Source: an optimization exercise on an open RTL-to-GDS flow (aim: a short achievable clock period and few clock cycles). Production flows keep margins and buffers that such runs may drop. In this exercise RTL edits were held to simulation tests only and were not proved equivalent to the original. Power is estimated from default activity; no workload was simulated.

==> flow/design.v <==
module fe_pre
(
    input  wire [31:0] fi,           
    input  wire [8:0]  pc_lo,        
    output wire [8:0]  lo_j,
    output wire        cj,
    output wire [8:0]  lo_b,
    output wire        cb,
    input  wire        flip,         
    output wire        pj,           
    output wire        pb            
);
ksa #(9, 0) u_j (.a(pc_lo), .b({fi[28:21], 1'b0}), .s(lo_j), .co(cj));
ksa #(9, 0) u_b (.a(pc_lo), .b({fi[28:25], fi[11:8], 1'b0}), .s(lo_b), .co(cb));
fe_dec u_dec (.fi(fi), .flip(flip), .pj(pj), .pb(pb));
endmodule
module fe_dec
(
    input  wire [31:0] fi,
    input  wire        flip,
    output wire        pj,
    output wire        pb
);
assign pj = fi[6] && fi[5] && !fi[4] && fi[3];
assign pb = fi[6] && fi[5] && !fi[4] && !fi[3] && !fi[2] && (fi[31] ^ flip);
endmodule
module fq_mux
(
    input  wire        pj, pb, cj, cb, sg,
    input  wire [8:0]  lo_j, lo_b,
    input  wire [31:0] seq,
    input  wire [31:9] hi, hip, him,
    output wire [31:0] fq
);
wire sq, h0, hp, hm;
fq_sel u_sel (.pj(pj), .pb(pb), .cj(cj), .cb(cb), .sg(sg), .sq(sq), .h0(h0), .hp(hp), .hm(hm));
wire [31:0] lo, hh;
ao3x32 u_lo (.s0(pj), .s1(pb), .s2(sq), .d0({23'd0, lo_j}), .d1({23'd0, lo_b}), .d2(seq), .y(lo));
ao4x32 u_hi (.s0(h0), .s1(hp), .s2(hm), .s3(sq), .d0({hi, 9'd0}), .d1({hip, 9'd0}), .d2({him, 9'd0}),
             .d3(seq), .y(hh));
assign fq = {hh[31:9], lo[8:0]};
endmodule
module fq_sel
(
    input  wire pj, pb, cj, cb, sg,
    output wire sq, h0, hp, hm
);
assign sq = !pj && !pb;
assign h0 = (pj && (cj == sg)) || (pb && (cb == sg));
assign hp = (pj && cj && !sg) || (pb && cb && !sg);
assign hm = (pj && !cj && sg) || (pb && !cb && sg);
endmodule
module inc4
(
    input  wire [31:0] a,
    output wire [31:0] s
);
assign s = {a[31:2] + 30'd1, a[1:0]};
endmodule
module fo_mux
(
    input  wire        s,
    input  wire [31:0] a,            
    input  wire [31:0] b,
    output wire [31:0] y
);
assign y = s ? a : b;
endmodule
module bht_rd #(parameter N = 64, parameter B = 6)
(
    input  wire [N-1:0]         flip_bits,
    input  wire [B-1:0]         idx,
    output wire                 flip
);
assign flip = flip_bits[idx];
endmodule
module fn_mux
(
    input  wire        ex_v, ex_jalr, ex_dres,
    input  wire        eq, lt, ltu,
    input  wire        m_eq1, m_eq0, m_lt1, m_lt0, m_ltu1, m_ltu0,
    input  wire        ares,         
    input  wire        a_eq, a_lt, a_ltu,
    input  wire        dm_eq1, dm_eq0, dm_lt1, dm_lt0, dm_ltu1, dm_ltu0,
    input  wire [31:0] ex_t,         
    input  wire [31:0] d_t,          
    input  wire [31:0] other,        
    output wire [31:0] y
);
genvar q;
generate
    for (q = 0; q < 8; q = q + 1) begin : sl
        wire mis, amis;
        brc u_brc (.eq(eq), .lt(lt), .ltu(ltu), .m_eq1(m_eq1), .m_eq0(m_eq0), .m_lt1(m_lt1),
                   .m_lt0(m_lt0), .m_ltu1(m_ltu1), .m_ltu0(m_ltu0), .mis(mis));
        brc u_abrc (.eq(a_eq), .lt(a_lt), .ltu(a_ltu), .m_eq1(dm_eq1), .m_eq0(dm_eq0), .m_lt1(dm_lt1),
                    .m_lt0(dm_lt0), .m_ltu1(dm_ltu1), .m_ltu0(dm_ltu0), .mis(amis));
        fn_sel u_s (.ex_v(ex_v), .ex_jalr(ex_jalr), .ex_dres(ex_dres), .mis(mis), .ares(ares),
                    .amis(amis), .a(ex_t[4*q +: 4]), .d(d_t[4*q +: 4]), .b(other[4*q +: 4]),
                    .y(y[4*q +: 4]));
    end
endgenerate
endmodule
module fn_sel
(
    input  wire       ex_v, ex_jalr, ex_dres, mis, ares, amis,
    input  wire [3:0] a,
    input  wire [3:0] d,
    input  wire [3:0] b,
    output wire [3:0] y
);
wire se = ex_v && ((mis && !ex_dres) || ex_jalr);
wire sd = ares && amis;
assign y = se ? a : sd ? d : b;
endmodule
module c_inv   (input wire a, output wire y);                 assign y = ~a;                    endmodule
module c_nand2 (input wire a, input wire b, output wire y);   assign y = ~(a & b);              endmodule
module c_nor2  (input wire a, input wire b, output wire y);   assign y = ~(a | b);              endmodule
module c_xor2  (input wire a, input wire b, output wire y);   assign y = a ^ b;                 endmodule
module c_xnor2 (input wire a, input wire b, output wire y);   assign y = ~(a ^ b);              endmodule
module c_nand2b(input wire a, input wire b, output wire y);   assign y = ~(a & ~b);             endmodule
module c_nor2b (input wire a, input wire b, output wire y);   assign y = ~(a | ~b);             endmodule
module c_aoi21 (input wire a1, input wire a2, input wire b1, output wire y); assign y = ~((a1 & a2) | b1); endmodule
module c_oai21 (input wire a1, input wire a2, input wire b1, output wire y); assign y = ~((a1 | a2) & b1); endmodule
module ksa #(parameter W = 32, parameter SUB = 0)
(
    input  wire [W-1:0] a,
    input  wire [W-1:0] b,
    output wire [W-1:0] s,
    output wire         co
);
localparam L = (W <= 2) ? 1 : (W <= 4) ? 2 : (W <= 8) ? 3 : (W <= 16) ? 4 : (W <= 32) ? 5 : 6;
wire [W-1:0] g [0:L];
wire [W-1:0] t [0:L];
wire [W-1:0] p;                  
genvar l, i;
generate
    for (i = 0; i < W; i = i + 1) begin : l0
        if (SUB) begin : sb
            c_xnor2 ux (.a(a[i]), .b(b[i]), .y(p[i]));
            if (i == 0) begin : ci
                c_nor2b ug (.a(a[i]), .b(b[i]), .y(g[0][i]));
            end
            else begin : nci
                c_nand2b ug (.a(a[i]), .b(b[i]), .y(g[0][i]));
            end
            c_nor2b ut (.a(a[i]), .b(b[i]), .y(t[0][i]));
        end
        else begin : ad
            c_xor2  ux (.a(a[i]), .b(b[i]), .y(p[i]));
            c_nand2 ug (.a(a[i]), .b(b[i]), .y(g[0][i]));
            c_nor2  ut (.a(a[i]), .b(b[i]), .y(t[0][i]));
        end
    end
    for (l = 1; l <= L; l = l + 1) begin : lv
        localparam D = 1 << (l - 1);
        for (i = 0; i < W; i = i + 1) begin : bt
            if (i >= D) begin : m
                if (l % 2 == 1) begin : odd
                    c_oai21 ug (.a1(t[l-1][i]), .a2(g[l-1][i-D]), .b1(g[l-1][i]), .y(g[l][i]));
                    c_nor2  ut (.a(t[l-1][i]), .b(t[l-1][i-D]), .y(t[l][i]));
                end
                else begin : even
                    c_aoi21 ug (.a1(t[l-1][i]), .a2(g[l-1][i-D]), .b1(g[l-1][i]), .y(g[l][i]));
                    c_nand2 ut (.a(t[l-1][i]), .b(t[l-1][i-D]), .y(t[l][i]));
                end
            end
            else begin : pass
                c_inv ug (.a(g[l-1][i]), .y(g[l][i]));
                assign t[l][i] = 1'b0;
            end
        end
    end
    if (L % 2 == 1) begin : sp
        for (i = 1; i < W; i = i + 1) begin : s_
            c_xor2 us (.a(p[i]), .b(g[L][i-1]), .y(s[i]));
        end
        assign co = g[L][W-1];
    end
    else begin : sn
        for (i = 1; i < W; i = i + 1) begin : s_
            c_xnor2 us (.a(p[i]), .b(g[L][i-1]), .y(s[i]));
        end
        c_inv uco (.a(g[L][W-1]), .y(co));
    end
    if (SUB) begin : s0s
        c_inv us0 (.a(p[0]), .y(s[0]));
    end
    else begin : s0a
        assign s[0] = p[0];
    end
endgenerate
endmodule
module c_aoi22 (input wire a1, input wire a2, input wire b1, input wire b2, output wire y);
    assign y = ~((a1 & a2) | (b1 & b2));
endmodule
module c_nand4 (input wire a, input wire b, input wire c, input wire d, output wire y);
    assign y = ~(a & b & c & d);
endmodule
module c_nand3 (input wire a, input wire b, input wire c, output wire y);
    assign y = ~(a & b & c);
endmodule
module ao3x32
(
    input  wire        s0, s1, s2,
    input  wire [31:0] d0, d1, d2,
    output wire [31:0] y
);
genvar j;
generate
    for (j = 0; j < 32; j = j + 1) begin : b
        wire x01, x2;
        c_aoi22 u0 (.a1(s0), .a2(d0[j]), .b1(s1), .b2(d1[j]), .y(x01));
        c_nand2 u1 (.a(s2), .b(d2[j]), .y(x2));
        c_nand2 u2 (.a(x01), .b(x2), .y(y[j]));
    end
endgenerate
endmodule
module ao4x32
(
    input  wire        s0, s1, s2, s3,
    input  wire [31:0] d0, d1, d2, d3,
    output wire [31:0] y
);
genvar j;
generate
    for (j = 0; j < 32; j = j + 1) begin : b
        wire x01, x23;
        c_aoi22 u0 (.a1(s0), .a2(d0[j]), .b1(s1), .b2(d1[j]), .y(x01));
        c_aoi22 u1 (.a1(s2), .a2(d2[j]), .b1(s3), .b2(d3[j]), .y(x23));
        c_nand2 u2 (.a(x01), .b(x23), .y(y[j]));
    end
endgenerate
endmodule
module aomuxb #(parameter N = 16)
(
    input  wire [32*N-1:0] sel,
    input  wire [32*N-1:0] d,
    output wire [31:0]     y
);
localparam N1 = (N + 1) / 2;         
localparam N2 = (N1 + 3) / 4;        
localparam N3 = (N2 + 1) / 2;        
genvar j, k;
generate
    for (j = 0; j < 32; j = j + 1) begin : bit_
        wire [N1-1:0] l1;
        wire [N2-1:0] l2;
        wire [N3-1:0] l3;
        for (k = 0; k < N1; k = k + 1) begin : a1
            if (2 * k + 1 < N) begin : two
                c_aoi22 u (.a1(sel[32*(2*k)+j]), .a2(d[32*(2*k)+j]), .b1(sel[32*(2*k+1)+j]), .b2(d[32*(2*k+1)+j]), .y(l1[k]));
            end
            else begin : one
                c_nand2 u (.a(sel[32*(2*k)+j]), .b(d[32*(2*k)+j]), .y(l1[k]));
            end
        end
        for (k = 0; k < N2; k = k + 1) begin : a2
            localparam G = (N1 - 4 * k) < 4 ? (N1 - 4 * k) : 4;
            if (G == 4) begin : g4
                c_nand4 u (.a(l1[4*k]), .b(l1[4*k+1]), .c(l1[4*k+2]), .d(l1[4*k+3]), .y(l2[k]));
            end
            else if (G == 3) begin : g3
                c_nand3 u (.a(l1[4*k]), .b(l1[4*k+1]), .c(l1[4*k+2]), .y(l2[k]));
            end
            else if (G == 2) begin : g2
                c_nand2 u (.a(l1[4*k]), .b(l1[4*k+1]), .y(l2[k]));
            end
            else begin : g1
                c_inv u (.a(l1[4*k]), .y(l2[k]));
            end
        end
        for (k = 0; k < N3; k = k + 1) begin : a3
            if (2 * k + 1 < N2) begin : two
                c_nor2 u (.a(l2[2*k]), .b(l2[2*k+1]), .y(l3[k]));
            end
            else begin : one
                c_inv u (.a(l2[2*k]), .y(l3[k]));
            end
        end
        if (N3 == 4) begin : f4
            c_nand4 u4 (.a(l3[0]), .b(l3[1]), .c(l3[2]), .d(l3[3]), .y(y[j]));
        end
        else if (N3 == 3) begin : f3
            c_nand3 u4 (.a(l3[0]), .b(l3[1]), .c(l3[2]), .y(y[j]));
        end
        else if (N3 == 2) begin : f2
            c_nand2 u4 (.a(l3[0]), .b(l3[1]), .y(y[j]));
        end
        else begin : f1
            c_inv u4 (.a(l3[0]), .y(y[j]));
        end
    end
endgenerate
endmodule
module aomux #(parameter N = 33)
(
    input  wire [N-1:0]    sel,
    input  wire [32*N-1:0] d,
    output wire [31:0]     y
);
wire [32*N-1:0] sel32;
genvar k;
generate
    for (k = 0; k < N; k = k + 1) begin : s
        assign sel32[32*k +: 32] = {32{sel[k]}};
    end
endgenerate
aomuxb #(N) u (.sel(sel32), .d(d), .y(y));
endmodule
module rs_sel
(
    input  wire [4:0]  rs,
    input  wire [4:0]  n_rd,         
    input  wire        n_wr,
    input  wire        n_early,      
    input  wire [4:0]  w_rd,         
    input  wire        w_wr,
    input  wire [4:0]  x_rd,         
    input  wire        x_wr,
    input  wire [31:1] ok,           
    output wire [31:1] sel_rf,
    output wire        sel_wb,
    output wire        sel_w2,
    output wire        sel_ee,
    output wire        fa            
);
wire [31:1] n_oh = {31{n_wr}} & (31'd1 << (n_rd - 5'd1));
wire [31:1] w_oh = {31{w_wr}} & (31'd1 << (w_rd - 5'd1));
wire [31:1] x_oh = {31{x_wr}} & (31'd1 << (x_rd - 5'd1));
wire [31:1] m    = ok & ~n_oh & ~w_oh & ~x_oh;
wire [3:0]  q0 = 4'd1 << rs[1:0];
wire [7:0]  q1 = 8'd1 << rs[4:2];
genvar k;
generate
    for (k = 1; k < 32; k = k + 1) begin : dk
        assign sel_rf[k] = q0[k % 4] & q1[k / 4] & m[k];
    end
endgenerate
wire hn = n_wr && (n_rd == rs);
wire hw = w_wr && (w_rd == rs);
wire hx = x_wr && (x_rd == rs);
assign sel_wb = hw && !hn;
assign sel_w2 = hx && !hw && !hn;
assign sel_ee = hn && n_early;
assign fa     = hn && !n_early;
endmodule
module add32
(
    input  wire [31:0] a,
    input  wire [31:0] b,
    output wire [31:0] s
);
ksa #(32, 0) u_k (.a(a), .b(b), .s(s), .co());
endmodule
module addc
(
    input  wire [31:0] a,
    input  wire [31:0] b,
    output wire [31:0] s
);
assign s = a + b;
endmodule
module incdec23
(
    input  wire [22:0] a,
    output wire [22:0] p,
    output wire [22:0] m
);
assign p = a + 23'd1;
assign m = a - 23'd1;
endmodule
module rf_rd
(
    input  wire [31:1]   sel,
    input  wire          sel_wb,
    input  wire          sel_w2,
    input  wire          sel_ee,
    input  wire [991:0]  rf,         
    input  wire [31:0]   wbd,
    input  wire [31:0]   w2d,
    input  wire [31:0]   eev,
    output wire [31:0]   v
);
aomux #(34) u_m (.sel({sel_ee, sel_wb, sel_w2, sel}), .d({eev, wbd, w2d, rf}), .y(v));
endmodule
module shf
(
    input  wire [31:0] a,
    input  wire [4:0]  shn,          
    output wire [31:0] sll,
    output wire [31:0] srl,
    output wire [31:0] sra
);
wire [4:0] sh = ~shn;
assign sll = a << sh;
assign srl = a >> sh;
assign sra = $signed(a) >>> sh;
endmodule
module cmp
(
    input  wire [31:0] a,
    input  wire [31:0] b,
    output wire        lt,
    output wire        ltu,
    output wire        eq
);
wire [31:0] du, ds;
wire        geu, ges;
ksa #(32, 1) u_u (.a(a), .b(b), .s(du), .co(geu));
ksa #(32, 1) u_s (.a({~a[31], a[30:0]}), .b({~b[31], b[30:0]}), .s(ds), .co(ges));
c_inv u_iu (.a(geu), .y(ltu));
c_inv u_is (.a(ges), .y(lt));
eqc u_eq (.a(a), .b(b), .eq(eq));
endmodule
module eqc
(
    input  wire [31:0] a,
    input  wire [31:0] b,
    output wire        eq
);
assign eq = (a == b);
endmodule
module brc
(
    input  wire        eq, lt, ltu,
    input  wire        m_eq1, m_eq0, m_lt1, m_lt0, m_ltu1, m_ltu0,
    output wire        mis
);
assign mis = (m_eq1 && eq) || (m_eq0 && !eq) ||
             (m_lt1 && lt) || (m_lt0 && !lt) ||
             (m_ltu1 && ltu) || (m_ltu0 && !ltu);
endmodule
module ldal
(
    input  wire [31:0] d,
    input  wire [3:0]  s_b,
    input  wire [1:0]  s_h,
    input  wire        s_w,
    input  wire        s_sx,
    output wire [31:0] v
);
wire [7:0]  bb = ({8{s_b[0]}} & d[7:0])   | ({8{s_b[1]}} & d[15:8]) |
                 ({8{s_b[2]}} & d[23:16]) | ({8{s_b[3]}} & d[31:24]);
wire [15:0] hh = ({16{s_h[0]}} & d[15:0]) | ({16{s_h[1]}} & d[31:16]);
wire        bs = s_sx && bb[7];
wire        hs = s_sx && hh[15];
assign v = ({32{s_w}} & d) | {{24{bs}}, bb} | {{16{hs}}, hh};
endmodule
module alu_ops
(
    input  wire [31:0] a,
    input  wire [31:0] b,
    input  wire [4:0]  shn,
    output wire [31:0] r_add, r_sub, r_sll, r_srl, r_sra, r_xor, r_or, r_and
);
ksa #(32, 0) u_add (.a(a), .b(b), .s(r_add), .co());
ksa #(32, 1) u_sub (.a(a), .b(b), .s(r_sub), .co());
shf u_shf (.a(a), .shn(shn), .sll(r_sll), .srl(r_srl), .sra(r_sra));
lgc u_lgc (.a(a), .b(b), .x(r_xor), .o(r_or), .n(r_and));
endmodule
module lgc
(
    input  wire [31:0] a,
    input  wire [31:0] b,
    output wire [31:0] x, o, n
);
assign x = a ^ b;
assign o = a | b;
assign n = a & b;
endmodule
module exsel
(
    input  wire [32*11-1:0] ops,     
    input  wire [10:0]      s,       
    input  wire [31:0]      ld_v,    
    input  wire             fa,
    input  wire             fbw,     
    input  wire             fbh,     
    input  wire             fbb,     
    input  wire [31:0]      d_a,
    input  wire [31:0]      d_b,
    output wire [31:0]      r,
    output wire [31:0]      a_nx,
    output wire [31:0]      b_nx
);
wire [32*11-1:0] ops_h, ops_b;
genvar k;
generate
    for (k = 0; k < 11; k = k + 1) begin : rp
        assign ops_h[32*k +: 32] = {2{ops[32*k +: 16]}};
        assign ops_b[32*k +: 32] = {4{ops[32*k +: 8]}};
    end
endgenerate
wire nfb = !(fbw || fbh || fbb);
aomux #(12) u_r (.sel({1'b1, s}), .d({ld_v, ops}), .y(r));
aomux #(13) u_a (.sel({!fa, fa, {11{fa}} & s}), .d({d_a, ld_v, ops}), .y(a_nx));
aomux #(37) u_b (.sel({nfb, fbb, fbh, fbw, {11{fbb}} & s, {11{fbh}} & s, {11{fbw}} & s}),
                 .d({d_b, {4{ld_v[7:0]}}, {2{ld_v[15:0]}}, ld_v, ops_b, ops_h, ops}), .y(b_nx));
endmodule
module zsg
(
    input  wire [31:0] a,
    input  wire [31:0] b,
    input  wire [31:0] r_add,
    input  wire [31:0] r_sub,
    input  wire        eq,           
    input  wire        s_add, s_sub, s_and,
    output wire        z,
    output wire        sg
);
wire z_add = ((a ^ b) == {a[30:0] | b[30:0], 1'b0});
wire z_and = ((a & b) == 32'd0);
assign z  = (s_add && z_add) || (s_sub && eq) || (s_and && z_and);
assign sg = (s_add && r_add[31]) || (s_sub && r_sub[31]) || (s_and && a[31] && b[31]);
endmodule
module ulsoc_core
(
    input  wire         clk,
    input  wire         rst_n,
    output wire [31:0]  imem_addr,
    input  wire [31:0]  imem_rdata,
    output wire [31:0]  dmem_addr,
    input  wire [31:0]  dmem_rdata,
    output wire         dmem_we,
    output wire [3:0]   dmem_wstrb,
    output wire [31:0]  dmem_wdata,
    output wire         wb_valid,
    output wire [4:0]   wb_rd,
    output wire [31:0]  wb_data
);
reg  [31:0]  fpc;                
reg          d_v;
reg  [31:0]  d_inst;
reg  [31:0]  d_pc;
reg  [31:0]  d_pc4;
reg          d_pred;
reg  [31:1]  d_rf1, d_rf2;       
reg          d_wb1, d_wb2;       
reg          d_x1, d_x2;         
reg          d_ee1, d_ee2;       
reg          d_fa1, d_fa2;       
reg          d_lui, d_auipc, d_jal, d_jalr, d_br, d_load, d_store, d_opimm, d_opr;
reg          d_wr, d_early;
reg  [31:0]  d_aimm;             
reg          ex_v;
reg          ex_wr;              
reg  [4:0]   ex_rd;
reg  [31:0]  ex_a;
reg  [31:0]  ex_b;
reg  [31:0]  ex_addr;
reg          ex_we;              
reg  [3:0]   ex_wstrb;
reg  [4:0]   ex_shn;             
reg  [31:0]  ex_alt;             
reg          ex_jalr;            
reg          ex_dres;            
reg          m_eq1, m_eq0, m_lt1, m_lt0, m_ltu1, m_ltu0;
reg          s_add, s_sub, s_sll, s_slt, s_sltu, s_xor, s_srl, s_sra, s_or, s_and, s_pass;
reg  [3:0]   s_lb;               
reg  [1:0]   s_lh;               
reg          s_lw;
reg          s_lsx;              
reg          wb_v;
reg  [4:0]   wb_rd_q;
reg  [31:0]  wb_d;
reg          w2_v;
reg  [4:0]   w2_rd;
reg  [31:0]  w2_d;
localparam BN = 64;
localparam BB = 6;
reg  [1:0]   bht [0:BN-1];
reg  [BB-1:0] d_bidx, ex_bidx, bu_idx;
reg  [BB-1:0] f_bidx;
reg           f_flip;
reg          ex_br, ex_pred, ex_sg, bu_we, bu_mis, bu_pred, bu_sg;
wire         bu_agree = (bu_pred ^ bu_mis) == bu_sg;    
reg  [31:0]  rf [1:31];
reg  [31:1]  rf_ok;
assign imem_addr = fpc;
wire [31:0] fi = imem_rdata;
wire [8:0]  f_lo_j, f_lo_b;
wire        f_cj, f_cb, f_pj, f_pb;
wire [BN-1:0] bht_flip;
genvar bi;
generate
    for (bi = 0; bi < BN; bi = bi + 1) begin : bhf
        assign bht_flip[bi] = bht[bi][1];
    end
endgenerate
wire        f_flip_n;
bht_rd #(BN, BB) u_bhr (.flip_bits(bht_flip), .idx(fpc[BB+1:2]), .flip(f_flip_n));
fe_pre u_fe_pre (.fi(fi), .pc_lo(fpc[8:0]), .flip(f_flip), .lo_j(f_lo_j), .cj(f_cj), .lo_b(f_lo_b), .cb(f_cb),
                 .pj(f_pj), .pb(f_pb));
wire        f_immsg = fi[31];
wire [31:0] f_seq, f_fq;
wire [22:0] f_hip, f_him;
inc4     u_seq (.a(fpc), .s(f_seq));
incdec23 u_hid (.a(fpc[31:9]), .p(f_hip), .m(f_him));
fq_mux   u_fq  (.pj(f_pj), .pb(f_pb), .cj(f_cj), .cb(f_cb), .sg(f_immsg), .lo_j(f_lo_j), .lo_b(f_lo_b),
                .seq(f_seq), .hi(fpc[31:9]), .hip(f_hip), .him(f_him), .fq(f_fq));
wire [6:0] f_opc   = fi[6:0];
wire       f_lui   = (f_opc == 7'b0110111);
wire       f_auipc = (f_opc == 7'b0010111);
wire       f_jal   = (f_opc == 7'b1101111);
wire       f_jalr  = (f_opc == 7'b1100111);
wire       f_br    = (f_opc == 7'b1100011);
wire       f_load  = (f_opc == 7'b0000011);
wire       f_store = (f_opc == 7'b0100011);
wire       f_opimm = (f_opc == 7'b0010011);
wire       f_opr   = (f_opc == 7'b0110011);
wire [4:0]  d_rd  = d_inst[11:7];
wire [2:0]  d_f3  = d_inst[14:12];
wire        d_op  = d_opimm || d_opr;
wire [31:0] d_immi = {{20{d_inst[31]}}, d_inst[31:20]};
wire [31:0] d_immb = {{20{d_inst[31]}}, d_inst[7], d_inst[30:25], d_inst[11:8], 1'b0};
wire [31:0] d_immj = {{12{d_inst[31]}}, d_inst[19:12], d_inst[20], d_inst[30:21], 1'b0};
wire [31:0] d_immu = {d_inst[31:12], 12'b0};
wire [991:0] rf_bus;
genvar gi;
generate
    for (gi = 1; gi < 32; gi = gi + 1) begin : rfb
        assign rf_bus[32*(gi-1) +: 32] = rf[gi];
    end
endgenerate
wire [31:0] d_v1, d_v2;
rf_rd u_rd1 (.sel(d_rf1), .sel_wb(d_wb1), .sel_w2(d_x1), .sel_ee(d_ee1), .rf(rf_bus), .wbd(wb_d),
             .w2d(w2_d), .eev(ex_a), .v(d_v1));
rf_rd u_rd2 (.sel(d_rf2), .sel_wb(d_wb2), .sel_w2(d_x2), .sel_ee(d_ee2), .rf(rf_bus), .wbd(wb_d),
             .w2d(w2_d), .eev(ex_a), .v(d_v2));
wire d_stall = d_v && (d_load || d_store || d_jalr) && d_fa1;
wire d_jnear = (d_inst[19:12] == {8{d_inst[31]}}) && (d_inst[20] == d_inst[31]) &&
               (d_inst[30:29] == {2{d_inst[31]}});
wire d_bnear = (d_inst[7] == d_inst[31]) && (d_inst[30:29] == {2{d_inst[31]}});
wire d_far   = d_pred && (d_jal ? !d_jnear : !d_bnear);
wire d_jrf   = d_jalr && d_ee1;
wire [31:0] d_jrs;
ksa #(32, 0) u_jrs (.a(ex_a), .b(d_immi), .s(d_jrs), .co());
wire d_redir = d_v && (d_stall || d_far || d_jrf);
wire [31:0] d_sum;
add32 u_dsum (.a(d_v1), .b(d_aimm), .s(d_sum));
wire [31:0] d_auipv, d_tb, d_tj;
wire [19:0] d_auih;
ksa #(20, 0) u_aui (.a(d_pc[31:12]), .b(d_inst[31:12]), .s(d_auih), .co());
assign d_auipv = {d_auih, d_pc[11:0]};
ksa #(32, 0) u_tb  (.a(d_pc), .b(d_immb), .s(d_tb), .co());
ksa #(32, 0) u_tj  (.a(d_pc), .b(d_immj), .s(d_tj), .co());
reg  [3:0]  d_wstrb;
always @(*) begin
    case (d_f3[1:0])
        2'd0:    d_wstrb = 4'b0001 << d_sum[1:0];
        2'd1:    d_wstrb = d_sum[1] ? 4'b1100 : 4'b0011;
        default: d_wstrb = 4'b1111;
    endcase
end
wire [31:0] d_aval = d_lui ? d_immu : d_auipc ? d_auipv : (d_jal || d_jalr) ? d_pc4 : d_v1;
wire [31:0] d_bval = d_opimm ? d_immi :
                     !d_store ? d_v2 :
                     (d_f3[1:0] == 2'd0) ? {4{d_v2[7:0]}} :
                     (d_f3[1:0] == 2'd1) ? {2{d_v2[15:0]}} : d_v2;
wire        c_lt, c_ltu, c_eq, ex_mis_c;
wire [31:0] ld_v, ex_res, ex_a_nx, ex_b_nx;
cmp  u_cmp (.a(ex_a), .b(ex_b), .lt(c_lt), .ltu(c_ltu), .eq(c_eq));
ldal u_ldal (.d(dmem_rdata), .s_b(s_lb), .s_h(s_lh), .s_w(s_lw), .s_sx(s_lsx), .v(ld_v));
brc  u_brc (.eq(c_eq), .lt(c_lt), .ltu(c_ltu), .m_eq1(m_eq1), .m_eq0(m_eq0), .m_lt1(m_lt1),
            .m_lt0(m_lt0), .m_ltu1(m_ltu1), .m_ltu0(m_ltu0), .mis(ex_mis_c));
wire [31:0] r_add, r_sub, r_sll, r_srl, r_sra, r_xor, r_or, r_and;
alu_ops u_ops (.a(ex_a), .b(ex_b), .shn(ex_shn), .r_add(r_add), .r_sub(r_sub), .r_sll(r_sll),
               .r_srl(r_srl), .r_sra(r_sra), .r_xor(r_xor), .r_or(r_or), .r_and(r_and));
wire d_fbx = d_fa2 && d_store;
exsel u_exsel (.ops({{31'd0, c_ltu}, {31'd0, c_lt}, ex_a, r_and, r_or, r_xor, r_sra, r_srl, r_sll,
                     r_sub, r_add}),
               .s({s_sltu, s_slt, s_pass, s_and, s_or, s_xor, s_sra, s_srl, s_sll, s_sub, s_add}),
               .ld_v(ld_v), .fa(d_fa1 && (d_op || d_br)),
               .fbw(d_fa2 && (d_opr || d_br || (d_store && d_f3[1:0] == 2'd2))),
               .fbh(d_fbx && d_f3[1:0] == 2'd1), .fbb(d_fbx && d_f3[1:0] == 2'd0),
               .d_a(d_aval), .d_b(d_bval), .r(ex_res), .a_nx(ex_a_nx), .b_nx(ex_b_nx));
wire        ex_mis = ex_v && ex_mis_c;
assign dmem_addr  = ex_addr;
assign dmem_we    = ex_we;
assign dmem_wstrb = ex_wstrb;
assign dmem_wdata = ex_b;
assign wb_valid = wb_v;
assign wb_rd    = wb_rd_q;
assign wb_data  = wb_d;
wire [31:1] rf_ok_nx = rf_ok | ({31{w2_v}} & (31'd1 << (w2_rd - 5'd1)));
wire [31:1] f_rf1, f_rf2;
wire        f_wb1, f_wb2, f_x1, f_x2, f_ee1, f_ee2, f_fa1, f_fa2;
rs_sel u_rs1 (.rs(fi[19:15]), .n_rd(d_rd), .n_wr(d_v && d_wr), .n_early(d_early),
              .w_rd(ex_rd), .w_wr(ex_v && ex_wr), .x_rd(wb_rd_q), .x_wr(wb_v), .ok(rf_ok_nx),
              .sel_rf(f_rf1), .sel_wb(f_wb1), .sel_w2(f_x1), .sel_ee(f_ee1), .fa(f_fa1));
rs_sel u_rs2 (.rs(fi[24:20]), .n_rd(d_rd), .n_wr(d_v && d_wr), .n_early(d_early),
              .w_rd(ex_rd), .w_wr(ex_v && ex_wr), .x_rd(wb_rd_q), .x_wr(wb_v), .ok(rf_ok_nx),
              .sel_rf(f_rf2), .sel_wb(f_wb2), .sel_w2(f_x2), .sel_ee(f_ee2), .fa(f_fa2));
wire ex_redir = ex_v && ((ex_mis_c && !ex_dres) || ex_jalr);   
wire dm_x   = d_pred ^ d_f3[0];
wire dm_eq1 = (d_f3[2:1] == 2'd0) && !dm_x;
wire dm_eq0 = (d_f3[2:1] == 2'd0) &&  dm_x;
wire dm_lt1 = (d_f3[2:1] == 2'd2) && !dm_x;
wire dm_lt0 = (d_f3[2:1] == 2'd2) &&  dm_x;
wire dm_ltu1 = (d_f3[2:1] == 2'd3) && !dm_x;
wire dm_ltu0 = (d_f3[2:1] == 2'd3) &&  dm_x;
wire [31:0] d_balt = d_pred ? d_pc4 : d_tb;
wire ex_zs = ex_v && (s_add || s_sub || s_and);
wire ares1 = d_fa1 && (d_inst[24:20] == 5'd0);      
wire ares2 = d_fa2 && (d_inst[19:15] == 5'd0);      
wire ares  = d_v && d_br && !d_far && ex_zs && (ares1 || ares2);
wire r_z, r_sg;
zsg  u_zsg (.a(ex_a), .b(ex_b), .r_add(r_add), .r_sub(r_sub), .eq(c_eq), .s_add(s_add),
            .s_sub(s_sub), .s_and(s_and), .z(r_z), .sg(r_sg));
wire az_eq  = r_z;
wire az_lt  = ares1 ? r_sg : (!r_sg && !r_z);
wire az_ltu = ares1 ? 1'b0 : !r_z;
wire        da_mis;
brc  u_abrc (.eq(az_eq), .lt(az_lt), .ltu(az_ltu), .m_eq1(dm_eq1), .m_eq0(dm_eq0), .m_lt1(dm_lt1),
             .m_lt0(dm_lt0), .m_ltu1(dm_ltu1), .m_ltu0(dm_ltu0), .mis(da_mis));
wire d_bmis = ares && da_mis;       
wire f_go = !ex_redir && !d_redir && !d_bmis;   
wire [31:0] d_tgt = d_stall ? d_pc : d_jrf ? {d_jrs[31:1], 1'b0} : d_jal ? d_tj : d_tb;
wire [31:0] ex_tgt = ex_jalr ? {ex_addr[31:1], 1'b0} : ex_alt;
wire [31:0] fpc_o, fpc_n;
fo_mux  u_fo (.s(d_redir), .a(d_tgt), .b(f_fq), .y(fpc_o));
fn_mux  u_fn (.ex_v(ex_v), .ex_jalr(ex_jalr), .ex_dres(ex_dres), .eq(c_eq), .lt(c_lt), .ltu(c_ltu),
              .m_eq1(m_eq1), .m_eq0(m_eq0), .m_lt1(m_lt1), .m_lt0(m_lt0), .m_ltu1(m_ltu1),
              .m_ltu0(m_ltu0),
              .dm_eq1(dm_eq1), .dm_eq0(dm_eq0), .dm_lt1(dm_lt1), .dm_lt0(dm_lt0),
              .dm_ltu1(dm_ltu1), .dm_ltu0(dm_ltu0), .ares(ares), .a_eq(az_eq), .a_lt(az_lt),
              .a_ltu(az_ltu), .ex_t(ex_tgt), .d_t(d_balt),
              .other(fpc_o), .y(fpc_n));
integer bk;
always @(posedge clk or negedge rst_n) begin
    if (!rst_n) begin
        fpc   <= 32'd0;
        ex_we <= 1'b0;
        w2_v  <= 1'b0;
        f_bidx <= {BB{1'b0}};
        f_flip <= 1'b0;
        bu_we <= 1'b0;
        for (bk = 0; bk < BN; bk = bk + 1) bht[bk] <= 2'd1;
        d_v   <= 1'b0;
        ex_v  <= 1'b0;
        wb_v  <= 1'b0;
        rf_ok <= 31'd0;
    end
    else begin
        fpc   <= fpc_n;
        ex_we <= d_v && !d_stall && !ex_redir && d_store;
        w2_v  <= wb_v;
        f_bidx <= fpc[BB+1:2];
        f_flip <= f_flip_n;
        bu_we <= ex_v && ex_br;
        for (bk = 0; bk < BN; bk = bk + 1) begin
            if (bu_we && bu_idx == bk) begin
                if (bu_agree && bht[bk] != 2'd0)
                    bht[bk] <= bht[bk] - 2'd1;
                else if (!bu_agree && bht[bk] != 2'd3)
                    bht[bk] <= bht[bk] + 2'd1;
            end
        end
        d_v   <= f_go;
        ex_v  <= d_v && !d_stall && !ex_redir;
        wb_v  <= ex_v && ex_wr;
        rf_ok <= rf_ok_nx;
    end
end
wire d_go = d_v && !d_stall;         
always @(posedge clk) begin
    d_inst  <= fi;
    d_pc    <= fpc;
    d_pc4   <= f_seq;
    d_bidx  <= f_bidx;
    d_pred  <= f_pj || f_pb;
    d_rf1   <= f_rf1;
    d_rf2   <= f_rf2;
    d_wb1   <= f_wb1;
    d_wb2   <= f_wb2;
    d_x1    <= f_x1;
    d_x2    <= f_x2;
    d_ee1   <= f_ee1;
    d_ee2   <= f_ee2;
    d_fa1   <= f_fa1;
    d_fa2   <= f_fa2;
    d_lui   <= f_lui;
    d_auipc <= f_auipc;
    d_jal   <= f_jal;
    d_jalr  <= f_jalr;
    d_br    <= f_br;
    d_load  <= f_load;
    d_store <= f_store;
    d_opimm <= f_opimm;
    d_opr   <= f_opr;
    d_wr    <= (fi[11:7] != 5'd0) && !f_br && !f_store;
    d_early <= f_lui || f_auipc || f_jal || f_jalr;
    d_aimm  <= {{20{fi[31]}}, fi[31:25], f_store ? fi[11:7] : fi[24:20]};
    ex_wr    <= d_wr;
    ex_rd    <= d_rd;
    ex_a     <= ex_a_nx;
    ex_b     <= ex_b_nx;
    ex_addr  <= d_sum;
    ex_wstrb <= d_wstrb;
    ex_shn   <= ~ex_b_nx[4:0];
    ex_alt   <= d_pred ? d_pc4 : d_tb;
    ex_jalr  <= d_jalr && !d_jrf;
    ex_dres  <= d_bmis;
    ex_br    <= d_br;
    ex_pred  <= d_pred;
    ex_sg    <= d_inst[31];
    ex_bidx  <= d_bidx;
    bu_idx   <= ex_bidx;
    bu_mis   <= ex_mis_c;
    bu_pred  <= ex_pred;
    bu_sg    <= ex_sg;
    m_eq1  <= d_go && d_br && (d_f3[2:1] == 2'd0) && !(d_pred ^ d_f3[0]);
    m_eq0  <= d_go && d_br && (d_f3[2:1] == 2'd0) &&  (d_pred ^ d_f3[0]);
    m_lt1  <= d_go && d_br && (d_f3[2:1] == 2'd2) && !(d_pred ^ d_f3[0]);
    m_lt0  <= d_go && d_br && (d_f3[2:1] == 2'd2) &&  (d_pred ^ d_f3[0]);
    m_ltu1 <= d_go && d_br && (d_f3[2:1] == 2'd3) && !(d_pred ^ d_f3[0]);
    m_ltu0 <= d_go && d_br && (d_f3[2:1] == 2'd3) &&  (d_pred ^ d_f3[0]);
    s_add  <= d_op && d_f3 == 3'd0 && !(d_opr && d_inst[30]);
    s_sub  <= d_opr && d_f3 == 3'd0 && d_inst[30];
    s_sll  <= d_op && d_f3 == 3'd1;
    s_slt  <= d_op && d_f3 == 3'd2;
    s_sltu <= d_op && d_f3 == 3'd3;
    s_xor  <= d_op && d_f3 == 3'd4;
    s_srl  <= d_op && d_f3 == 3'd5 && !d_inst[30];
    s_sra  <= d_op && d_f3 == 3'd5 && d_inst[30];
    s_or   <= d_op && d_f3 == 3'd6;
    s_and  <= d_op && d_f3 == 3'd7;
    s_pass <= d_early;
    s_lb   <= {4{d_load && d_f3[1:0] == 2'd0}} & (4'b0001 << d_sum[1:0]);
    s_lh   <= {2{d_load && d_f3[1:0] == 2'd1}} & (d_sum[1] ? 2'b10 : 2'b01);
    s_lw   <= d_load && d_f3[1:0] == 2'd2;
    s_lsx  <= !d_f3[2];
    wb_rd_q <= ex_rd;
    wb_d    <= ex_res;
    w2_rd   <= wb_rd_q;
    w2_d    <= wb_d;
    if (w2_v)
        rf[w2_rd] <= w2_d;
end
endmodule
==> flow/flow/run.sh <==
#!/bin/bash
# Own layout flow: the standard synthesis unchanged, then the standard ORFS
# steps (floorplan to finish) with four repair settings changed:
#  - timing and design repair may resize a cell to any size of its function,
#    not only to sizes with the same footprint (MATCH_CELL_FOOTPRINT=0);
#  - the port buffers are sky130_fd_sc_hd__buf_4;
#  - antenna repair after detailed routing may take up to 10 rounds, not 5.
# Each make run's full output goes to a log file here; ORFS keeps its per-step
# logs under orfs/logs.
set -euo pipefail
bash standard.sh synth > synth.log 2>&1
bash standard.sh MATCH_CELL_FOOTPRINT=0 \
    "BUFFER_PORTS_ARGS=-buffer_cell sky130_fd_sc_hd__buf_4" \
    SETUP_SLACK_MARGIN=6 MAX_REPAIR_ANTENNAS_ITER_DRT=10 finish > layout.log 2>&1
test -s out/final.def
==> flow/standard.sh <==
#!/bin/bash
# synth_recipe.tcl (not shown) runs the flow's synth.tcl, then flattens the netlist and writes it again
# the make line also repeats each setting of config.mk as NAME=value (left out here)
make -C /OpenROAD-flow-scripts/flow DESIGN_CONFIG=/design/flow/config.mk WORK_HOME=/design/flow/orfs CLKGATE_MAP_FILE= SYNTH_SCRIPT=/design/flow/synth_recipe.tcl "${@:-finish}"
==> flow/config.mk <==
export PLATFORM = sky130hd
export DESIGN_NAME = ulsoc_core
export DESIGN_NICKNAME = ulsoc_core
export VERILOG_FILES = /design/flow/design.v
export SDC_FILE = /design/flow/constraint.sdc
export NUM_CORES = 8
export LEC_CHECK = 0
export CAP_MARGIN = 30
export CORE_MARGIN = 2
export CORE_UTILIZATION = 50
export SLEW_MARGIN = 30
export SYNTH_HIERARCHICAL = 1
==> flow/constraint.sdc <==
create_clock -name core_clock -period 9.0 [get_ports {clk}]
set_input_delay 1.8000 -clock core_clock [delete_from_list [all_inputs] [get_ports {clk}]]
set_output_delay 1.8000 -clock core_clock [all_outputs]
set_load 0.01 [all_outputs]
==> run_results.csv, run 1 <==
group,metric,value,unit
timing,fin_tns_setup,0,ps
global_routing,grt_pass1_vias,104000,
placement,dpl_worst_slack,3339,ps
clocking,holdBufCountCts,0,
finish,finalNetCount,12860,
clocking,cts.path.max_buffers,3,
timing,rsz0062_at_grt,"true",
clocking,h-tree-depth,4,
timing,max-slew-margin-rel,21.50,%
detailed_routing,wl_per_cell,38.55,um
placement,post-dp-hpwl,394800,um
job,max_cap_violations,0,
timing,hold_viol,0,
placement,port_buffers,204,
clocking,tritoncts,"yes",
placement,gp_congestion,1.067,
detailed_routing,vias,113500,
finish,post-route-util,62.70,%
global_routing,antenna_found_initial,43,
die,die-area,0.2360,mm2
clocking,cts_sinks,1640,
global_routing,grt_start_max_net_pins,159,
critical_path,cpMostUsedCell,"mux2_4",
timing,finalCriticalPeriod,4477,ps
critical_path,cp.required,9720,ps
die,start_util,50.38,%
timing,slew_viol_final,0,
critical_path,crit_type,"flip-flop to flip-flop",
worst_hold_path,worstHoldPathType,"flip-flop to flip-flop",
finish,regMostFlops,"rf",
timing,hold_ws,300.7,ps
die,ios,205,
global_routing,grt_pass1_wl,820400,um
clocking,cts_root_buffer,"clkbuf_16",
critical_path,arrival,5190,ps
critical_path,cpPeakStageDelay,680,ps
yosys,synth_cells,11270,
die,fp.dieW,485.8,um
timing,period_share,49.74,%
die,placementRows,176,
clocking,path_clk_slew,70,ps
outcome,outcome,"finished clean",
power_and_ir_drop,peakVddDrop,0.3260,mV
critical_path,cp_top_family,"simple AND/OR/NAND/NOR gates",
detailed_routing,first_pass_iters,10,
power_and_ir_drop,leakage,51.54,nW
detailed_routing,drt_iter0_markers,18420,
timing,worst-slew-pin-transition,1175,ps
die,core_area,0.2303,mm2
critical_path,worst_path_max_delay_cell,"nand4_1",
timing,layout_setup_ws,4523,ps
global_routing,overflow,0,
critical_path,cp_cell_sequence,"inv_1, ha_1, xor2_2, nand4_1, nor4_2, nand4_1, nand3_4, nor2_4, mux2_4, mux2i_1, nand3_1, nand2_4, mux2_4, mux2_4",
timing,fmax,0.2234,GHz
finish,reg.largest.list,"rf x992, bht x128",
critical_path,worstPathMaxFanout,10,
finish,layout-drive-gt1-share,43.80,%
timing,clock_skew,137.3,ps
timing,setup_viol,0,
clocking,worstSkewPairLatency,950,ps
die,fp.dieH,485.8,um
detailed_routing,ant_nets,0,
yosys,yosys_warnings,12,
clocking,cts_made_buffers,181,
yosys,synth_area,0.1161,mm2
critical_path,cp-end-kind,"flip-flop",
finish,area_growth_syn_to_layout,24.45,%
detailed_routing,routed_via_density,7.152,
global_routing,grt_use_total,48.95,%
power_and_ir_drop,power_density,252.2,mW/mm2
detailed_routing,drcViolationCount,0,
yosys,syn_avg_cell_area,10.30,um2
critical_path,crit_buf_inv,1,
detailed_routing,finalWirelength,611700,um
critical_path,cp-start-kind,"flip-flop",
finish,largest_register_ffs,992,
==> cell usage in the layout (no fill, tap or decap), drive strengths merged, types with 44 or more instances in the layout <==
cell / instances
o211ai: 44
buf: 1077
nand2b: 130
inv: 719
mux2i: 184
o21ai: 841
nor2: 1182
clkbuf: 280
clkinv: 78
edfxtp: 992
conb: 342
dfstp: 64
dfxtp: 444
nand2: 986
nor2b: 150
and2: 90
xnor2: 112
dfrtp: 140
nand3: 245
mux2: 222
or2: 46
a22oi: 2124
nand4: 485
o2111ai: 64
xor2: 511
a21oi: 640
ha: 134
a221oi: 67
==> path summary, 6_finish.rpt <==
path | start | end | slack [ps] | depth (start not counted)
worst max-delay path | ex_a[5] | fpc[3] | 4520 | 14
worst min-delay path | ex_bidx[2] | bu_idx[2] | 300 | 0
worst max register to register | ex_a[5] | fpc[3] | 4520 | 14
worst min register to register | ex_bidx[2] | bu_idx[2] | 300 | 0
max in group asynchronous | rst_n | f_bidx[2] | 6800 | 3
min in group asynchronous | rst_n | rf_ok[15] | 860 | 1
==> per-stage QoR <==
stage	total power, mW	area [um2]	std cells
3_3_place_gp	24.04	124700	14910
6_report	36.43	144400	15870
5_1_grt	36.91	144400	15850
2_1_floorplan	18.14	117800	11600
4_1_cts	34.12	139400	15610
3_5_place_dp	24.06	124800	14910
==> final cells by class <==
cell class	count	area, um2
multi-input combinational	8996	74880
sequential	1640	44530
fill	18600	85920
antenna	25	62.56
inverter	717	2740
clock buffer	232	4920
clock inverter	108	1237
timing repair buffer	1125	12260
tap	3026	3786
==> power breakdown <==
part,total (mW),switching [mW],leakage [nW],internal [mW]
Clock,7.76,3.46,2.98,4.30
Combinational,18.8,12.3,32.9,6.53
Sequential,9.83,1.17,15.7,8.66
Total,36.4,16.9,51.5,19.5
==> layer usage <==
| metal | track usage (%) | vias up | routed length [um] |
|---|---|---|---|
| li1 | - | 45500 | - |
| met2 | 67.78 | 9678 | 242700 |
| met5 | 0 | - | 550 |
| met3 | 20.20 | 2495 | 93300 |
| met4 | 33.87 | 32 | 54770 |
| met1 | 61.56 | 55790 | 220400 |
==> repair_timing <==
| action | 4_1_cts | 5_1_grt |
|---|---|---|
| endpoints found under the hold margin | 0 | 0 |
| endpoints found under the setup margin | 383 | 326 |
| buffers inserted | 323 | 203 |
| cloned | 37 | 23 |
| pin swaps | 164 | 294 |
| gates resized for setup | 1382 | 656 |
Testbench counts, summed over its fixed seeds: cycles 72,258.
==> run 2, diff against run 1 <==
--- a/flow/design.v
+++ b/flow/design.v
@@ -81,2 +81,4 @@
     input  wire        m_eq1, m_eq0, m_lt1, m_lt0, m_ltu1, m_ltu0,
+    input  wire        dres,         
+    input  wire        d_eq, d_lt, d_ltu,
     input  wire        ares,         
@@ -92,9 +94,11 @@
     for (q = 0; q < 8; q = q + 1) begin : sl
-        wire mis, amis;
+        wire mis, dmis, amis;
         brc u_brc (.eq(eq), .lt(lt), .ltu(ltu), .m_eq1(m_eq1), .m_eq0(m_eq0), .m_lt1(m_lt1),
                    .m_lt0(m_lt0), .m_ltu1(m_ltu1), .m_ltu0(m_ltu0), .mis(mis));
+        brc u_dbrc (.eq(d_eq), .lt(d_lt), .ltu(d_ltu), .m_eq1(dm_eq1), .m_eq0(dm_eq0), .m_lt1(dm_lt1),
+                    .m_lt0(dm_lt0), .m_ltu1(dm_ltu1), .m_ltu0(dm_ltu0), .mis(dmis));
         brc u_abrc (.eq(a_eq), .lt(a_lt), .ltu(a_ltu), .m_eq1(dm_eq1), .m_eq0(dm_eq0), .m_lt1(dm_lt1),
                     .m_lt0(dm_lt0), .m_ltu1(dm_ltu1), .m_ltu0(dm_ltu0), .mis(amis));
-        fn_sel u_s (.ex_v(ex_v), .ex_jalr(ex_jalr), .ex_dres(ex_dres), .mis(mis), .ares(ares),
-                    .amis(amis), .a(ex_t[4*q +: 4]), .d(d_t[4*q +: 4]), .b(other[4*q +: 4]),
+        fn_sel u_s (.ex_v(ex_v), .ex_jalr(ex_jalr), .ex_dres(ex_dres), .mis(mis), .dres(dres),
+                    .dmis(dmis), .ares(ares), .amis(amis), .a(ex_t[4*q +: 4]), .d(d_t[4*q +: 4]), .b(other[4*q +: 4]),
                     .y(y[4*q +: 4]));
@@ -105,3 +109,3 @@
 (
-    input  wire       ex_v, ex_jalr, ex_dres, mis, ares, amis,
+    input  wire       ex_v, ex_jalr, ex_dres, mis, dres, dmis, ares, amis,
     input  wire [3:0] a,
@@ -112,3 +116,3 @@
 wire se = ex_v && ((mis && !ex_dres) || ex_jalr);
-wire sd = ares && amis;
+wire sd = (dres && dmis) || (ares && amis);
 assign y = se ? a : sd ? d : b;
@@ -703,2 +707,14 @@
 wire [31:0] d_balt = d_pred ? d_pc4 : d_tb;
+wire dq1 = d_wb1 || d_x1 || (d_inst[19:15] == 5'd0);
+wire dq2 = d_wb2 || d_x2 || (d_inst[24:20] == 5'd0);
+wire dres = d_v && d_br && !d_far && ex_v && s_lw &&
+            ((d_fa1 && (d_fa2 || dq2)) || (d_fa2 && (d_fa1 || dq1)));
+wire [31:0] dq_v1 = ({32{d_wb1}} & wb_d) | ({32{d_x1}} & w2_d);
+wire [31:0] dq_v2 = ({32{d_wb2}} & wb_d) | ({32{d_x2}} & w2_d);
+wire [31:0] dr_a = d_fa1 ? dmem_rdata : dq_v1;
+wire [31:0] dr_b = d_fa2 ? dmem_rdata : dq_v2;
+wire        dc_lt, dc_ltu, dc_eq, dc_mis;
+cmp  u_dcmp (.a(dr_a), .b(dr_b), .lt(dc_lt), .ltu(dc_ltu), .eq(dc_eq));
+brc  u_dbrc (.eq(dc_eq), .lt(dc_lt), .ltu(dc_ltu), .m_eq1(dm_eq1), .m_eq0(dm_eq0), .m_lt1(dm_lt1),
+             .m_lt0(dm_lt0), .m_ltu1(dm_ltu1), .m_ltu0(dm_ltu0), .mis(dc_mis));
 wire ex_zs = ex_v && (s_add || s_sub || s_and);
@@ -706,3 +722,3 @@
 wire ares2 = d_fa2 && (d_inst[19:15] == 5'd0);      
-wire ares  = d_v && d_br && !d_far && ex_zs && (ares1 || ares2);
+wire ares  = d_v && d_br && !d_far && ex_zs && (ares1 || ares2) && !dres;
 wire r_z, r_sg;
@@ -716,3 +732,3 @@
              .m_lt0(dm_lt0), .m_ltu1(dm_ltu1), .m_ltu0(dm_ltu0), .mis(da_mis));
-wire d_bmis = ares && da_mis;       
+wire d_bmis = (dres && dc_mis) || (ares && da_mis);        
 wire f_go = !ex_redir && !d_redir && !d_bmis;   
@@ -724,3 +740,3 @@
               .m_eq1(m_eq1), .m_eq0(m_eq0), .m_lt1(m_lt1), .m_lt0(m_lt0), .m_ltu1(m_ltu1),
-              .m_ltu0(m_ltu0),
+              .m_ltu0(m_ltu0), .dres(dres), .d_eq(dc_eq), .d_lt(dc_lt), .d_ltu(dc_ltu),
               .dm_eq1(dm_eq1), .dm_eq0(dm_eq0), .dm_lt1(dm_lt1), .dm_lt0(dm_lt0),
==> run_results.csv, run 2 <==
group,metric,value,unit
yosys,synth_cells,11810,
timing,finalCriticalPeriod,4139,ps
clocking,path_clk_slew,70,ps
finish,reg.largest.list,"rf x992, bht x128",
detailed_routing,ant_nets,0,
placement,port_buffers,204,
clocking,cts.path.max_buffers,3,
worst_hold_path,min_from,"f_bidx[5]",
global_routing,grt_use_total,52.42,%
die,core_area,0.2379,mm2
critical_path,crit_type,"flip-flop to flip-flop",
yosys,syn_avg_cell_area,10.13,um2
critical_path,cpPeakStageDelay,810,ps
placement,dpl_worst_slack,3299,ps
finish,layout-drive-gt1-share,41.90,%
clocking,cts_sinks,1640,
detailed_routing,wl_per_cell,39.86,um
detailed_routing,drt_iter0_markers,19290,
die,die-area,0.2432,mm2
timing,fmax,0.2416,GHz
timing,max-slew-margin-rel,19.78,%
die,ios,205,
worst_hold_path,whs_endpoint,"d_bidx[5]",
global_routing,grt_pass1_vias,110600,
critical_path,cp-start-kind,"flip-flop",
timing,layout_setup_ws,4861,ps
timing,setup_viol,0,
detailed_routing,first_pass_iters,31,
clocking,cts_root_buffer,"clkbuf_16",
power_and_ir_drop,leakage,53.16,nW
die,start_util,50.31,%
finish,largest_register_ffs,992,
placement,post-dp-hpwl,416000,um
detailed_routing,drcViolationCount,0,
clocking,tritoncts,"yes",
clocking,h-tree-depth,4,
global_routing,antenna_found_initial,69,
critical_path,worst_path_max_delay_cell,"xor2_1",
critical_path,r2r_slack,4860,ps
critical_path,arrival,4910,ps
timing,hold_viol,0,
critical_path,worstPathMaxFanout,24,
finish,regMostFlops,"rf",
timing,worst-slew-pin-transition,1194,ps
power_and_ir_drop,power_density,257.5,mW/mm2
power_and_ir_drop,peakVddDrop,0.2402,mV
worst_hold_path,worstHoldPathType,"flip-flop to flip-flop",
critical_path,rr_startpoint,"d_inst[7]",
detailed_routing,finalWirelength,665000,um
die,fp.dieH,493.2,um
worst_hold_path,min_path_cells,0,
job,max_cap_violations,0,
critical_path,cp-end-kind,"flip-flop",
detailed_routing,vias,120700,
timing,clock_skew,112.6,ps
critical_path,reg2reg_depth,15,
finish,area_growth_syn_to_layout,24.09,%
timing,rsz0062_at_grt,"true",
critical_path,r2r-end,"fpc[16]",
clocking,worstSkewPairLatency,940,ps
timing,fin_tns_setup,0,ps
critical_path,cp_cell_sequence,"buf_4, nor2_1, nor2_1, nand2_1, nor2_2, a21oi_2, inv_1, xor2_1, mux2i_1, nor2_1, a21oi_2, o21ai_1, mux2_4, mux2_4, mux2_4",
global_routing,overflow,0,
global_routing,grt_start_max_net_pins,137,
yosys,synth_area,0.1197,mm2
finish,layout_common_cells,"2119 x a22oi_2, 1008 x nand2_1, 992 x edfxtp_1",
finish,finalNetCount,13510,
placement,gp_congestion,1.084,
die,placementRows,179,
clocking,cts_made_buffers,181,
global_routing,grt_pass1_wl,897400,um
power_and_ir_drop,fin_total_pwr,38.24,mW
critical_path,cp.required,9770,ps
outcome,outcome,"finished clean",
die,fp.dieW,493.2,um
yosys,yosys_warnings,12,
timing,slew_viol_final,0,
finish,final_common_cell,"a22oi_2",
timing,period_share,45.99,%
detailed_routing,routed_via_density,7.235,
run 2: power breakdown:
group | internal, mW | switching, mW | total [mW]
Combinational | 6.70 | 13.3 | 20.0
Sequential | 8.67 | 1.55 | 10.2
Clock | 4.59 | 3.47 | 8.06
Total | 20.0 | 18.3 | 38.2
run 2: area by class of cell:
type                    count  area, um2
well taps                3167       3963
repair buffers           1254      13200
fillers                 19450      89370
inverters                 711       2701
clock inverters           102       1441
clock buffers             241       4990
flip-flops and latches   1640      44610
repair inverters            1      6.256
diodes                     51      127.6
multi-input cells        9516      77440
run 2: worst max-delay path: cells and delay by family, from the launching register on:
family / cells / cell delay (ps)
AO/OA/AOI/OAI: 3 / 700
XOR/XNOR: 1 / 810
buffers and inverters: 2 / 530
flip-flops: 1 / 300
multiplexers: 4 / 710
AND/OR/NAND/NOR: 5 / 960
run 2: metrics by stage:
| stage | hold slack, ps | utilization [%] | instance area [um2] | std cells |
|---|---|---|---|---|
| floorplan | 309.6 | - | 121900 | 12150 |
| global placement | 311.7 | 54.22 | 129000 | 15570 |
| detailed placement | 312.1 | 54.27 | 129100 | 15570 |
| CTS | 304.1 | 60.94 | 145000 | 16450 |
| global route | 322.3 | 62.39 | 148400 | 16640 |
| finish | 314.8 | 62.43 | 148500 | 16680 |
run 2: timing repair:
| item | CTS | global route |
|---|---|---|
| setup buffers | 505 | 177 |
| gates cloned | 27 | 5 |
| setup endpoints to repair | 393 | 373 |
| resized for setup | 1200 | 436 |
| pin swaps | 207 | 256 |
| hold buffers | 0 | 0 |
run 2: worst max path at each step:
stage,startpoint,end,cells after the start
after global placement,dmem_rdata[1],fpc[4],15
after detailed placement,dmem_rdata[1],fpc[9],15
after floorplan,imem_rdata[4],fpc[10],8
after global routing,ex_a[6],d_v,18
after CTS,dmem_rdata[17],fpc[30],14
final,d_inst[7],fpc[16],15
run 2: routing by layer:
metal | global-route usage, % | wire, um
met1 | 61.20 | 227100
met2 | 71.60 | 262500
met3 | 27.37 | 104800
met4 | 40.44 | 68690
met5 | 3.288 | 1856
Testbench counts of run 2, summed over its fixed seeds: cycles 71,248.

separate check: timing with driven ports:
In the flow no input, the clock included, has a driving cell. The finished layouts below were timed again as built, in two steps.
Step 1 assumes that a clkbuf_16 drives the clock port and a buf_2 every other input.
Step 2, shift: input delay + t, output delay - t, t = (earliest + latest rising clock arrival at the registers) / 2. This alone moves slack from input paths to output paths.
Three values: ideal ports, drivers, drivers and shift; two values: the first two.
run	shift t [ns]	setup slack, ns	worst register clock-pin slew, ns
run 1	0.980	4.523 / 4.523 / 4.115	0.08 / 0.08
run 2	0.974	4.861 / 4.571 / 3.597	0.08 / 0.08
After both steps setup and hold are still met in every run listed. For run 2, which loses most, drivers alone change the setup slack by -0.290 ns; drivers and shift together by -1.264 ns.
